This design comes from an exercise in tuning for small area and a short achievable clock period on the open sky130 flow, not from production work. RTL that was checked went through simulation tests only; none was proved equivalent to the original. No driver is modelled on the clock port, so clocking that relies on it looks cheaper here than on a real chip. Power and IR drop assume default switching activity.

==> module FP16_add, before the edit <==
module FP16_add #(
    parameter C0 = 0,    
    parameter C1 = 1,    
    parameter C2 = 1,    
    parameter C3 = 1,    
    parameter C4 = 1,    
    parameter C5 = 1     
)(
    input wire [15:0]data1,
    input wire [15:0]data2,
    input wire clk,
    input wire rst,
    input wire input_valid,
    output reg [15:0]data_o,
    output reg output_update
    );
    localparam NS = C0 + C1 + C2 + C3 + C4 + C5;
    reg [NS-1:0] vld;
    always @(posedge clk or posedge rst) begin
        if (rst) vld <= {NS{1'b0}};
        else     vld <= {vld[NS-2:0], input_valid};
    end
    always @(*) output_update = vld[NS-1];
    wire [15:0] a, b;
    generate if (C0) begin : g0
        reg [15:0] ra, rb;
        always @(posedge clk) begin ra <= data1; rb <= data2; end
        assign a = ra; assign b = rb;
    end else begin : p0
        assign a = data1; assign b = data2;
    end endgenerate
    wire [4:0] ea = a[14:10], eb = b[14:10];
    wire ovf_0 = (&a) | (&b);                  
    wire gt_0 = a[14:0] > b[14:0];             
    wire egt = ea > eb;
    wire [4:0] dab = ea - eb, dba = eb - ea;
    wire [4:0] d = egt ? dab : dba;            
    wire [4:0] eh_0 = egt ? ea : eb;           
    wire eq0 = ~(|ea) & ~(|eb);
    wire drop_0 = (~eq0 & ~((|ea) & (|eb))) | (d > 5'd12);
    wire [9:0] fa_1, fb_1; wire gt_1, sa_1, sb_1, drop_1, ovf_1; wire [3:0] sh_1; wire [4:0] eh_1;
    generate if (C1) begin : g1
        reg [9:0] r_fa, r_fb; reg r_gt, r_sa, r_sb, r_drop, r_ovf; reg [3:0] r_sh; reg [4:0] r_eh;
        always @(posedge clk) begin
            r_fa <= a[9:0]; r_fb <= b[9:0]; r_gt <= gt_0; r_sa <= a[15]; r_sb <= b[15];
            r_drop <= drop_0; r_sh <= d[3:0]; r_eh <= eh_0; r_ovf <= ovf_0;
        end
        assign fa_1 = r_fa; assign fb_1 = r_fb; assign gt_1 = r_gt; assign sa_1 = r_sa; assign sb_1 = r_sb;
        assign drop_1 = r_drop; assign sh_1 = r_sh; assign eh_1 = r_eh; assign ovf_1 = r_ovf;
    end else begin : p1
        assign fa_1 = a[9:0]; assign fb_1 = b[9:0]; assign gt_1 = gt_0; assign sa_1 = a[15]; assign sb_1 = b[15];
        assign drop_1 = drop_0; assign sh_1 = d[3:0]; assign eh_1 = eh_0; assign ovf_1 = ovf_0;
    end endgenerate
    wire [9:0] fh_1 = gt_1 ? fa_1 : fb_1;
    wire [9:0] fl_1 = gt_1 ? fb_1 : fa_1;
    wire sgn_1 = gt_1 ? sa_1 : sb_1;
    wire sub_1 = sa_1 ^ sb_1;
    wire zall_1 = ~(|eh_1) & ~gt_1;
    wire [22:0] low23 = {2'b01, fl_1, 11'd0} >> sh_1;
    wire [12:0] al_1 = drop_1 ? 13'd0 : low23[21:9];
    wire st_1 = ~drop_1 & (|low23[8:0]);
    wire [13:0] lx_1 = {al_1, st_1} ^ {14{sub_1}};
    wire [5:0] eh1_1 = ({1'b0, eh_1} + 6'd1) | {6{ovf_1}};
    wire [13:0] lx_2; wire [5:0] eh1_2; wire [9:0] fh_2; wire sgn_2, sub_2, zall_2;
    generate if (C2) begin : g2
        reg [13:0] r_lx; reg [5:0] r_eh1; reg [9:0] r_fh; reg r_sgn, r_sub, r_zall;
        always @(posedge clk) begin
            r_lx <= lx_1; r_eh1 <= eh1_1; r_fh <= fh_1; r_sgn <= sgn_1; r_sub <= sub_1; r_zall <= zall_1;
        end
        assign lx_2 = r_lx; assign eh1_2 = r_eh1; assign fh_2 = r_fh;
        assign sgn_2 = r_sgn; assign sub_2 = r_sub; assign zall_2 = r_zall;
    end else begin : p2
        assign lx_2 = lx_1; assign eh1_2 = eh1_1; assign fh_2 = fh_1;
        assign sgn_2 = sgn_1; assign sub_2 = sub_1; assign zall_2 = zall_1;
    end endgenerate
    wire [14:0] hf = {2'b01, fh_2, 3'd0};
    wire [14:0] s_2 = hf + {sub_2, lx_2} + {14'd0, sub_2};
    wire [14:0] s_3; wire [5:0] eh1_3; wire sgn_3, zall_3;
    generate if (C3) begin : g3
        reg [14:0] r_s; reg [5:0] r_eh1; reg r_sgn, r_zall;
        always @(posedge clk) begin
            r_s <= s_2; r_eh1 <= eh1_2; r_sgn <= sgn_2; r_zall <= zall_2;
        end
        assign s_3 = r_s; assign eh1_3 = r_eh1; assign sgn_3 = r_sgn; assign zall_3 = r_zall;
    end else begin : p3
        assign s_3 = s_2; assign eh1_3 = eh1_2; assign sgn_3 = sgn_2; assign zall_3 = zall_2;
    end endgenerate
    wire [11:0] t = s_3[14:3];
    wire nz2 = |t[11:8], nz1 = |t[7:4], nz0 = |t[3:0];
    wire [1:0] q2 = {~t[11] & ~t[10], ~t[11] & (t[10] | ~t[9])};
    wire [1:0] q1 = {~t[7] & ~t[6], ~t[7] & (t[6] | ~t[5])};
    wire [1:0] q0 = {~t[3] & ~t[2], ~t[3] & (t[2] | ~t[1])};
    wire [1:0] qf = nz2 ? q2 : nz1 ? q1 : q0;
    wire [3:0] lz = {~nz2 & ~nz1, ~nz2 & nz1, qf};
    wire [14:0] n1 = nz2 ? s_3 : nz1 ? {s_3[10:0], 4'd0} : {s_3[6:0], 8'd0};
    wire [14:0] n4 = n1 << qf;
    wire [9:0] m_3 = n4[13:4];                 
    wire rnd_3 = n4[3] & (n4[4] | (|n4[2:0]));
    wire [6:0] e0_3 = {1'b0, eh1_3} - {3'd0, lz};
    wire z_3 = zall_3 | ~(nz2 | nz1 | nz0);    
    wire [9:0] m_4; wire rnd_4, z_4; wire [6:0] e0_4; wire sgn_4;
    generate if (C4) begin : g4
        reg [9:0] r_m; reg r_rnd, r_z; reg [6:0] r_e0; reg r_sgn;
        always @(posedge clk) begin
            r_m <= m_3; r_rnd <= rnd_3; r_e0 <= e0_3; r_sgn <= sgn_3; r_z <= z_3;
        end
        assign m_4 = r_m; assign rnd_4 = r_rnd; assign e0_4 = r_e0; assign sgn_4 = r_sgn; assign z_4 = r_z;
    end else begin : p4
        assign m_4 = m_3; assign rnd_4 = rnd_3; assign e0_4 = e0_3; assign sgn_4 = sgn_3; assign z_4 = z_3;
    end endgenerate
    reg [9:0] mr;
    integer j;
    always @(*)
        for (j = 0; j < 10; j = j + 1)
            mr[j] = m_4[j] ^ (rnd_4 & (&(m_4 | ~((10'd1 << j) - 10'd1))));
    wire c = rnd_4 & (&m_4);                   
    wire ones = &e0_4[4:0];
    wire ovf = (e0_4[6:5] == 2'b01) | (c & ones & (e0_4[6:5] == 2'b00));
    wire neg = e0_4[6] & ~(c & ones);
    wire [4:0] ef = e0_4[4:0] + {4'd0, c};
    wire [15:0] res = ovf ? 16'hffff : (z_4 | neg) ? 16'h0000 : {sgn_4, ef, mr};
    generate if (C5) begin : g5
        reg [15:0] r_o;
        always @(posedge clk) r_o <= res;
        always @(*) data_o = r_o;
    end else begin : p5
        always @(*) data_o = res;
    end endgenerate
endmodule
export LEC_CHECK = 0
export ABC_AREA = 1
export CAP_MARGIN = 20
export CORE_MARGIN = 2
export CORE_UTILIZATION = 40
export PLACE_DENSITY = 0.6
export SETUP_SLACK_MARGIN = 1.8
export SLEW_MARGIN = 20
create_clock -name core_clock -period 4.0 [get_ports {clk}]
standard.sh (not shown) runs the stock make flow with config.mk's settings and CLKGATE_MAP_FILE= SYNTH_SCRIPT=/design/flow/synth_recipe.tcl, a recipe that flattens the netlist after the stock synthesis.
==> flow/flow/run.sh <==
#!/bin/bash
# Standard ORFS layout (the standard.sh) with two changes:
#  - port buffers use the smallest buffer cell instead of the delay cell
#    that buffer_ports picks by default;
#  - clock tree built from clkbuf_4 cells, without dummy loads.
set -euo pipefail
export BUFFER_PORTS_ARGS="-buffer_cell sky130_fd_sc_hd__buf_1"
export CTS_ARGS="-sink_clustering_enable -repair_clock_nets -buf_list sky130_fd_sc_hd__clkbuf_4 -dont_use_dummy_load"
bash standard.sh finish > standard_flow.log 2>&1
Next try:
--- a/flow/design.v
+++ b/flow/design.v
@@ -36,28 +36,28 @@
     wire [4:0] dab = ea - eb, dba = eb - ea;
     wire [4:0] d = egt ? dab : dba;            
     wire [4:0] eh_0 = egt ? ea : eb;           
     wire eq0 = ~(|ea) & ~(|eb);
     wire drop_0 = (~eq0 & ~((|ea) & (|eb))) | (d > 5'd12);
-    wire [9:0] fa_1, fb_1; wire gt_1, sa_1, sb_1, drop_1, ovf_1; wire [3:0] sh_1; wire [4:0] eh_1;
+    wire zall_0 = eq0 & ~gt_0;                 
+    wire [9:0] fa_1, fb_1; wire gt_1, sa_1, sb_1, drop_1, ovf_1, zall_1; wire [3:0] sh_1; wire [4:0] eh_1;
     generate if (C1) begin : g1
-        reg [9:0] r_fa, r_fb; reg r_gt, r_sa, r_sb, r_drop, r_ovf; reg [3:0] r_sh; reg [4:0] r_eh;
+        reg [9:0] r_fa, r_fb; reg r_gt, r_sa, r_sb, r_drop, r_ovf, r_zall; reg [3:0] r_sh; reg [4:0] r_eh;
         always @(posedge clk) begin
             r_fa <= a[9:0]; r_fb <= b[9:0]; r_gt <= gt_0; r_sa <= a[15]; r_sb <= b[15];
-            r_drop <= drop_0; r_sh <= d[3:0]; r_eh <= eh_0; r_ovf <= ovf_0;
+            r_drop <= drop_0; r_sh <= d[3:0]; r_eh <= eh_0; r_ovf <= ovf_0; r_zall <= zall_0;
         end
         assign fa_1 = r_fa; assign fb_1 = r_fb; assign gt_1 = r_gt; assign sa_1 = r_sa; assign sb_1 = r_sb;
-        assign drop_1 = r_drop; assign sh_1 = r_sh; assign eh_1 = r_eh; assign ovf_1 = r_ovf;
+        assign drop_1 = r_drop; assign sh_1 = r_sh; assign eh_1 = r_eh; assign ovf_1 = r_ovf; assign zall_1 = r_zall;
     end else begin : p1
         assign fa_1 = a[9:0]; assign fb_1 = b[9:0]; assign gt_1 = gt_0; assign sa_1 = a[15]; assign sb_1 = b[15];
-        assign drop_1 = drop_0; assign sh_1 = d[3:0]; assign eh_1 = eh_0; assign ovf_1 = ovf_0;
+        assign drop_1 = drop_0; assign sh_1 = d[3:0]; assign eh_1 = eh_0; assign ovf_1 = ovf_0; assign zall_1 = zall_0;
     end endgenerate
     wire [9:0] fh_1 = gt_1 ? fa_1 : fb_1;
     wire [9:0] fl_1 = gt_1 ? fb_1 : fa_1;
     wire sgn_1 = gt_1 ? sa_1 : sb_1;
     wire sub_1 = sa_1 ^ sb_1;
-    wire zall_1 = ~(|eh_1) & ~gt_1;
     wire [22:0] low23 = {2'b01, fl_1, 11'd0} >> sh_1;
     wire [12:0] al_1 = drop_1 ? 13'd0 : low23[21:9];
     wire st_1 = ~drop_1 & (|low23[8:0]);
     wire [13:0] lx_1 = {al_1, st_1} ^ {14{sub_1}};
     wire [5:0] eh1_1 = ({1'b0, eh_1} + 6'd1) | {6{ovf_1}};
@@ -84,22 +84,26 @@
         assign s_3 = r_s; assign eh1_3 = r_eh1; assign sgn_3 = r_sgn; assign zall_3 = r_zall;
     end else begin : p3
         assign s_3 = s_2; assign eh1_3 = eh1_2; assign sgn_3 = sgn_2; assign zall_3 = zall_2;
     end endgenerate
     wire [11:0] t = s_3[14:3];
-    wire nz2 = |t[11:8], nz1 = |t[7:4], nz0 = |t[3:0];
-    wire [1:0] q2 = {~t[11] & ~t[10], ~t[11] & (t[10] | ~t[9])};
-    wire [1:0] q1 = {~t[7] & ~t[6], ~t[7] & (t[6] | ~t[5])};
-    wire [1:0] q0 = {~t[3] & ~t[2], ~t[3] & (t[2] | ~t[1])};
-    wire [1:0] qf = nz2 ? q2 : nz1 ? q1 : q0;
-    wire [3:0] lz = {~nz2 & ~nz1, ~nz2 & nz1, qf};
-    wire [14:0] n1 = nz2 ? s_3 : nz1 ? {s_3[10:0], 4'd0} : {s_3[6:0], 8'd0};
-    wire [14:0] n4 = n1 << qf;
+    wire z8 = ~(|t[11:4]);
+    wire [7:0] t1 = z8 ? {t[3:0], 4'd0} : t[11:4];
+    wire z4 = ~(|t1[7:4]);
+    wire [3:0] t2 = z4 ? t1[3:0] : t1[7:4];
+    wire z2 = ~(|t2[3:2]);
+    wire [1:0] t3 = z2 ? t2[1:0] : t2[3:2];
+    wire z1 = ~t3[1];
+    wire [3:0] lz = {z8, z4, z2, z1};
+    wire [14:0] n1 = z8 ? {s_3[6:0], 8'd0} : s_3;
+    wire [14:0] n2 = z4 ? {n1[10:0], 4'd0} : n1;
+    wire [14:0] n3 = z2 ? {n2[12:0], 2'd0} : n2;
+    wire [14:0] n4 = z1 ? {n3[13:0], 1'd0} : n3;
     wire [9:0] m_3 = n4[13:4];                 
     wire rnd_3 = n4[3] & (n4[4] | (|n4[2:0]));
     wire [6:0] e0_3 = {1'b0, eh1_3} - {3'd0, lz};
-    wire z_3 = zall_3 | ~(nz2 | nz1 | nz0);    
+    wire z_3 = zall_3 | ~(|t);                 
     wire [9:0] m_4; wire rnd_4, z_4; wire [6:0] e0_4; wire sgn_4;
     generate if (C4) begin : g4
         reg [9:0] r_m; reg r_rnd, r_z; reg [6:0] r_e0; reg r_sgn;
         always @(posedge clk) begin
             r_m <= m_3; r_rnd <= rnd_3; r_e0 <= e0_3; r_sgn <= sgn_3; r_z <= z_3;
The new run finished clean.
Area after synthesis rose by 0.54%.
Setup slack gets worse by 110 ps.
Clock skew grows by 23 ps.
Design area went up by 3.4%.
Clock power hardly moves.
Count of clock-buffer cells in the layout is unchanged.
Power goes up by 3.8%.
Worst hold slack gets better by 23 ps.
Die area is higher by 0.53%.
Function was not checked in any run of this note: the RTL went through the layout flow alone.

## job 9845
FP16_add, a different RTL version from the one above (not shown whole).
Size in the first run: roughly 130 flip-flops, roughly 52 I/O pins.
Settings: LEC_CHECK=0, ABC_AREA=1, CAP_MARGIN=20, CORE_MARGIN=2, CORE_UTILIZATION=40, PLACE_DENSITY=0.6, SETUP_SLACK_MARGIN=2.2, SLEW_MARGIN=20, TNS_END_PERCENT=0; clock period 4.0 ns.
==> flow/flow/run.sh <==
#!/bin/bash
# Standard ORFS layout (the standard.sh) with these changes:
#  - synthesis leaves adders to ABC instead of mapping them onto the
#    library's ripple full/half-adder cells (ADDER_MAP_FILE left empty);
#    registers are mapped exactly as in the standard synthesis;
#  - port buffers use the smallest buffer cell instead of the delay cell
#    that buffer_ports picks by default;
#  - the clock tree is built from clkbuf_4 cells, without dummy loads;
#  - after CTS, flow/post_cts.tcl upsizes to clkbuf_8 the clock buffers
#    whose flip-flop clock pins see a slow slew.
# Each tool's full output stays in orfs/logs; make's output goes to
# standard_flow.log.
set -euo pipefail
export BUFFER_PORTS_ARGS="-buffer_cell sky130_fd_sc_hd__buf_1"
export CTS_ARGS="-sink_clustering_enable -repair_clock_nets -buf_list sky130_fd_sc_hd__clkbuf_4 -dont_use_dummy_load"
export POST_CTS_TCL="$PWD/flow/post_cts.tcl"
bash standard.sh ADDER_MAP_FILE= finish > standard_flow.log 2>&1
==> flow/flow/post_cts.tcl <==
estimate_parasitics -placement
set my_up [dict create]
foreach pin [all_registers -clock_pins -edge_triggered] {
  set worst 0
  foreach edge {rise fall} {
    foreach an {min max} {
      set s [expr {[sta::time_ui_sta [get_property $pin slew_${an}_$edge]] * 1e12}]
      if {$s > $worst} { set worst $s }
    }
  }
  if {$worst > 100} {
    set net [get_nets -of_objects $pin]
    foreach drv [get_pins -of_objects $net -filter "direction==output"] {
      set inst [get_cells -of_objects $drv]
      if {[get_property $inst ref_name] eq "sky130_fd_sc_hd__clkbuf_4"} {
        dict set my_up [get_full_name $inst] 1
      }
    }
  }
}
foreach name [dict keys $my_up] {
  replace_cell [get_cells $name] sky130_fd_sc_hd__clkbuf_8
}
puts "post_cts: upsized [dict size $my_up] clock buffers"
if {[dict size $my_up] > 0} {
  detailed_placement
  check_placement -verbose
  estimate_parasitics -placement
}
Job 9845 completed end to end with timing, DRC and antenna clean.
Relative to job 9845, the following input files were edited for job 937:
--- a/flow/design.v
+++ b/flow/design.v
@@ -103,28 +103,21 @@
     generate if (C4) begin : g4
         reg [9:0] r_m; reg r_rnd, r_z; reg [6:0] r_e0; reg r_sgn;
         always @(posedge clk) begin
             r_m <= m_3; r_rnd <= rnd_3; r_e0 <= e0_3; r_sgn <= sgn_3; r_z <= z_3;
         end
         assign m_4 = r_m; assign rnd_4 = r_rnd; assign e0_4 = r_e0; assign sgn_4 = r_sgn; assign z_4 = r_z;
     end else begin : p4
         assign m_4 = m_3; assign rnd_4 = rnd_3; assign e0_4 = e0_3; assign sgn_4 = sgn_3; assign z_4 = z_3;
     end endgenerate
-    reg [9:0] mr;
-    integer j;
-    always @(*)
-        for (j = 0; j < 10; j = j + 1)
-            mr[j] = m_4[j] ^ (rnd_4 & (&(m_4 | ~((10'd1 << j) - 10'd1))));
-    wire c = rnd_4 & (&m_4);                   
-    wire ones = &e0_4[4:0];
-    wire ovf = (e0_4[6:5] == 2'b01) | (c & ones & (e0_4[6:5] == 2'b00));
-    wire neg = e0_4[6] & ~(c & ones);
-    wire [4:0] ef = e0_4[4:0] + {4'd0, c};
-    wire [15:0] res = ovf ? 16'hffff : (z_4 | neg) ? 16'h0000 : {sgn_4, ef, mr};
+    wire [16:0] er = {e0_4, m_4} + {16'd0, rnd_4};
+    wire ovf = (er[16:15] == 2'b01);
+    wire neg = er[16];
+    wire [15:0] res = ovf ? 16'hffff : (z_4 | neg) ? 16'h0000 : {sgn_4, er[14:0]};
     generate if (C5) begin : g5
         reg [15:0] r_o;
         always @(posedge clk) r_o <= res;
         always @(*) data_o = r_o;
     end else begin : p5
         always @(*) data_o = res;
     end endgenerate
 endmodule
==> comparison <==
Looking at fill cell total of the finished layout, job 937 sits 23 above job 9845.
In job 937, final weighted congestion of routability-driven global placement is lower than in job 9845.
In the tables for job 9845 and job 937, synthesized area reads higher with job 937.
Relative to job 9845, hold slack decreased by 0.049 ns in job 937.
Max multi-input logic cell count across job 9845 and job 937: job 9845
[compare] base=job 9845 new=job 937: final worst slack went down, xor-xnor portion of the synthesized cell area now larger.
Area of all placed cells without fillers: job 937 vs job 9845 up 0.68%
Diff job 9845 and job 937: core utilization of the finished layout higher in job 9845
Total power: job 937 above job 9845
Every run (job 9845 and job 937) finished clean.
Measured against each other, job 9845 and job 937 differ in global-route usage, the higher figure coming from job 937.
No functional check of the RTL was part of job 937.

==> what the ideal ports hide <==
How much do the figures lean on ideal ports? The routed layouts below were timed once more, with nothing changed but the port constraints.
Step 1 sets driving cells, clkbuf_16 on the clock port and buf_2 on the other inputs (assumed; they add their load-dependent delay and slew).
Step 2 also shifts input and output timing later by t, the mid clock arrival at the registers, as if the neighbouring blocks saw the same clock.
Three values: ideal ports, drivers, drivers and shift; two values: the first two.
run | shift t [ns] | setup slack, ns | worst slew at a driven data input, ns
the first run of note 1 | 0.522 | 1.889 / 1.889 / 1.474 | 0.03
the second run of note 1 | 0.530 | 1.774 / 1.774 / 1.388 | 0.03
job 9845 | 0.546 | 2.194 / 2.158 / 1.744 | 0.03
job 937 | 0.578 | 2.164 / 2.129 / 1.682 | 0.03
After both steps every run listed still meets setup and hold. For job 937, which loses most, drivers alone change the setup slack by -0.035 ns; drivers and shift together by -0.482 ns.
